This design comes from an exercise in tuning for small area and a short achievable clock period on the open sky130 flow, not from production work.
Only simulation tests tie the RTL to the original design; equivalence was not proved.
Power is estimated from default activity; no workload was simulated.

// Processor_with_Power_Gating
module Processor_with_Power_Gating(
    input  wire clk,
    input  wire reset,
    input  wire [3:0] alu_a,
    input  wire [3:0] alu_b,
    input  wire [2:0] alu_opcode,
    output wire [3:0] alu_result,
    input  wire [3:0] mem_addr,
    input  wire [7:0] mem_data_in,
    input  wire mem_write_en,
    input  wire mem_req_valid,
    output wire [7:0] mem_data_out,
    input  wire [7:0] io_in,
    input  wire io_write_en,
    input  wire io_read_request,
    output wire [7:0] io_out,
    output wire alu_idle,
    output wire mem_idle,
    output wire io_idle,
    output wire alu_power_gated,
    output wire mem_power_gated,
    output wire io_power_gated,
    output wire system_power_save_mode,
    output wire [1:0] active_modules_count,
    output wire [7:0] power_efficiency_metric,
    output wire alu_clk_en,
    output wire mem_clk_en,
    output wire io_clk_en
);
Size: about 260 flip-flops, about 77 I/O pins.
clock: 90.0 ns
lec_check: 0
cap_margin: 80
core_margin: 2
core_utilization: 40
slew_margin: 80
standard.sh (not shown) runs the stock make flow with config.mk's settings and CLKGATE_MAP_FILE= SYNTH_SCRIPT=/design/flow/synth_recipe.tcl, a recipe that flattens the netlist after the stock synthesis.
==> flow/flow/run.sh <==
#!/bin/bash
# The standard layout (the standard.sh, unchanged synthesis and steps),
# with one change: the port buffers that global placement inserts on every
# input and output are sky130_fd_sc_hd__buf_2 instead of the cell
# buffer_ports picks by default (a clkdlybuf4s50_1 delay cell).
set -euo pipefail
export BUFFER_PORTS_ARGS="-buffer_cell sky130_fd_sc_hd__buf_2"
bash standard.sh > standard.log 2>&1
Edit:
==> flow/flow/run.sh (replaced) <==
#!/bin/bash
# The standard layout (the standard.sh, unchanged synthesis and steps),
# with two changes:
#  - the port buffers that global placement inserts on every input and output
#    are sky130_fd_sc_hd__buf_2 instead of the default clkdlybuf4s50_1 delay
#    cell;
#  - clock tree synthesis inserts no dummy load cells, and builds the tree
#    from small clock buffers.
set -euo pipefail
export BUFFER_PORTS_ARGS="-buffer_cell sky130_fd_sc_hd__buf_2"
export CTS_ARGS="-sink_clustering_enable -repair_clock_nets -dont_use_dummy_load -buf_list {sky130_fd_sc_hd__clkbuf_4 sky130_fd_sc_hd__clkbuf_8}"
bash standard.sh > standard.log 2>&1
--- a/flow/config.mk
+++ b/flow/config.mk
@@ -6,6 +6,6 @@
 export NUM_CORES = 4
 export LEC_CHECK = 0
-export CAP_MARGIN = 80
+export CAP_MARGIN = 20
 export CORE_MARGIN = 2
 export CORE_UTILIZATION = 40
-export SLEW_MARGIN = 80
+export SLEW_MARGIN = 20
After rerunning: The changed run produced a clean layout. Global-route usage shrinks by 0.31 points. Total power shrinks by about 14%. Sequential power stays flat. Register-to-register slack is better by 0.29 ns. Setup slack is better by 0.098 ns. Worst hold slack stays flat. Die area stays the same. Clock-buffer cell count grows by 8.
Edit:
--- a/flow/flow/run.sh
+++ b/flow/flow/run.sh
@@ -9,4 +9,5 @@
 set -euo pipefail
 export BUFFER_PORTS_ARGS="-buffer_cell sky130_fd_sc_hd__buf_2"
-export CTS_ARGS="-sink_clustering_enable -repair_clock_nets -dont_use_dummy_load -buf_list {sky130_fd_sc_hd__clkbuf_4 sky130_fd_sc_hd__clkbuf_8}"
+export CTS_ARGS="-sink_clustering_enable -repair_clock_nets -dont_use_dummy_load -buf_list {sky130_fd_sc_hd__clkbuf_8}"
+export SETUP_SLACK_MARGIN=70.8
 bash standard.sh > standard.log 2>&1
Outcome: Clock-buffer cell count stays the same; maximum frequency rises by 2.4%; hold slack degrades by 0.0069 ns; global-route usage went down by 0.52 points; synthesized area stays the same.
Edit:
==> flow/flow/run.sh (replaced) <==
#!/bin/bash
# The standard layout (the standard.sh, unchanged synthesis and steps),
# with one change: the port buffers that global placement inserts on every
# input and output are sky130_fd_sc_hd__buf_2 instead of the cell
# buffer_ports picks by default (a clkdlybuf4s50_1 delay cell).
set -euo pipefail
export BUFFER_PORTS_ARGS="-buffer_cell sky130_fd_sc_hd__buf_2"
bash standard.sh > standard.log 2>&1
- The changed run completed with no timing, DRC or antenna violations
- non-clock buffer count does not change
- cell count climbs by 0.57%
- power climbs by 16%


Another version of the RTL of Processor_with_Power_Gating (not shown whole).
Size: about 860 cells after synthesis, roughly 250 flip-flops, about 77 I/O pins, roughly 12000 um2 of cells after synthesis.
==> flow/config.mk <==
export PLATFORM = sky130hd
export DESIGN_NAME = Processor_with_Power_Gating
export DESIGN_NICKNAME = Processor_with_Power_Gating
export VERILOG_FILES = /design/flow/design.v
export SDC_FILE = /design/flow/constraint.sdc
export NUM_CORES = 4
export LEC_CHECK = 0
export CAP_MARGIN = 20
export CORE_MARGIN = 2
export CORE_UTILIZATION = 80
export SLEW_MARGIN = 20
==> flow/constraint.sdc <==
create_clock -name core_clock -period 90.0 [get_ports {clk}]
set_input_delay 18.0000 -clock core_clock [delete_from_list [all_inputs] [get_ports {clk}]]
set_output_delay 18.0000 -clock core_clock [all_outputs]
set_load 0.01 [all_outputs]
==> flow/flow/run.sh <==
#!/bin/bash
# The standard layout (the standard.sh, unchanged synthesis and steps),
# with two changes:
#  - the port buffers that global placement inserts on every input and output
#    are sky130_fd_sc_hd__buf_2 instead of the default clkdlybuf4s50_1 delay
#    cell;
#  - clock tree synthesis inserts no dummy load cells, and builds the tree
#    from small clock buffers.
set -euo pipefail
export BUFFER_PORTS_ARGS="-buffer_cell sky130_fd_sc_hd__buf_2"
export CTS_ARGS="-sink_clustering_enable -repair_clock_nets -dont_use_dummy_load -root_buf sky130_fd_sc_hd__clkbuf_16 -buf_list {sky130_fd_sc_hd__clkbuf_2}"
bash standard.sh > standard.log 2>&1
Change:
--- a/flow/flow/run.sh
+++ b/flow/flow/run.sh
@@ -10,3 +10,3 @@
 export BUFFER_PORTS_ARGS="-buffer_cell sky130_fd_sc_hd__buf_2"
-export CTS_ARGS="-sink_clustering_enable -repair_clock_nets -dont_use_dummy_load -root_buf sky130_fd_sc_hd__clkbuf_16 -buf_list {sky130_fd_sc_hd__clkbuf_2}"
+export CTS_ARGS="-sink_clustering_enable -repair_clock_nets -dont_use_dummy_load -root_buf sky130_fd_sc_hd__clkbuf_8 -buf_list {sky130_fd_sc_hd__clkbuf_2}"
 bash standard.sh > standard.log 2>&1
Settings changed: CORE_UTILIZATION 80 to 65, SLEW_MARGIN 20 to 45.
The changed run passed the timing, DRC and antenna checks.
Die area rises by 22%.
Total power falls by 2.9%.
Non-clock buffer count rises by 1.
Register-to-register slack gains 0.22 ns.
Change:
--- a/flow/flow/run.sh
+++ b/flow/flow/run.sh
@@ -10,3 +10,3 @@
 export BUFFER_PORTS_ARGS="-buffer_cell sky130_fd_sc_hd__buf_2"
-export CTS_ARGS="-sink_clustering_enable -repair_clock_nets -dont_use_dummy_load -root_buf sky130_fd_sc_hd__clkbuf_8 -buf_list {sky130_fd_sc_hd__clkbuf_2}"
+export CTS_ARGS="-sink_clustering_enable -repair_clock_nets -dont_use_dummy_load -root_buf sky130_fd_sc_hd__clkbuf_16 -buf_list {sky130_fd_sc_hd__clkbuf_2}"
 bash standard.sh > standard.log 2>&1
Settings changed: CORE_UTILIZATION 65 to 40, SLEW_MARGIN 45 to 20.
The changed run produced a clean layout.
Area after synthesis stays the same.
Power rises by roughly a tenth.
Combinational power barely changes.
Worst setup slack is better by 0.11 ns.
Cell count came out higher by about a fifth.
Via count stays flat.
Change:
Settings changed: CORE_UTILIZATION 40 to 65.
Result: Maximum frequency drops by 0.91%. Worst setup slack loses 0.18 ns. Power is lower by about 6%.
Change:
--- a/flow/flow/run.sh
+++ b/flow/flow/run.sh
@@ -10,3 +10,3 @@
 export BUFFER_PORTS_ARGS="-buffer_cell sky130_fd_sc_hd__buf_2"
-export CTS_ARGS="-sink_clustering_enable -repair_clock_nets -dont_use_dummy_load -root_buf sky130_fd_sc_hd__clkbuf_16 -buf_list {sky130_fd_sc_hd__clkbuf_2}"
+export CTS_ARGS="-sink_clustering_enable -repair_clock_nets -dont_use_dummy_load -root_buf sky130_fd_sc_hd__clkbuf_8 -buf_list {sky130_fd_sc_hd__clkbuf_2}"
 bash standard.sh > standard.log 2>&1
The changed run finished with timing, DRC and antenna clean. Design area fell by 0.45%. Via count barely changes. First-iteration DRC count goes up by 4.2%. Global-route usage rose by 0.13 points. Setup slack is better by 0.076 ns. Die area does not change. Synthesized cell count stays the same. Clock power falls by 8.9%.

-- static timing again, ports no longer ideal --
No port has a modelled driver above. Below, the same layouts with a new extraction and two added sets of constraints.
Step 1: set_driving_cell puts a clkbuf_16 on clk and a buf_2 on each other input, an assumption about the parent block.
Step 2 times the ports against the registers' clock, not the clock port: input delays grow and output delays shrink by t, the midpoint of the rising clock arrivals with the driver on.
Three values: ideal ports, drivers, drivers and shift; two values: the first two.
| run | t, ns | setup slack, ns | hold slack, ns | cell pins on the clock port's net |
|---|---|---|---|---|
| the first run of note 1 | 0.587 | 70.262 / 70.280 / 69.692 | 0.348 / 0.348 / 0.348 | 1 |
| the second run of note 1 | 0.560 | 70.360 / 70.369 / 69.809 | 0.347 / 0.347 / 0.347 | 1 |
| the third run of note 1 | 0.566 | 70.826 / 70.781 / 70.276 | 0.340 / 0.340 / 0.340 | 1 |
| the fourth run of note 1 | 0.585 | 70.335 / 70.349 / 69.764 | 0.349 / 0.349 / 0.349 | 1 |
| the first run of note 2 | 0.511 | 70.316 / 70.317 / 69.806 | 0.355 / 0.355 / 0.355 | 1 |
| the second run of note 2 | 0.541 | 70.313 / 70.319 / 69.778 | 0.338 / 0.338 / 0.338 | 1 |
| the third run of note 2 | 0.527 | 70.422 / 70.421 / 69.894 | 0.345 / 0.345 / 0.345 | 1 |
| the fourth run of note 2 | 0.505 | 70.241 / 70.259 / 69.754 | 0.350 / 0.350 / 0.350 | 1 |
| the fifth run of note 2 | 0.550 | 70.317 / 70.328 / 69.778 | 0.357 / 0.357 / 0.357 | 1 |
After both steps setup and hold are still met in every run listed. The setup slack of the fourth run of note 1, which loses most, moves by +0.014 ns with the drivers and by -0.571 ns with both steps.
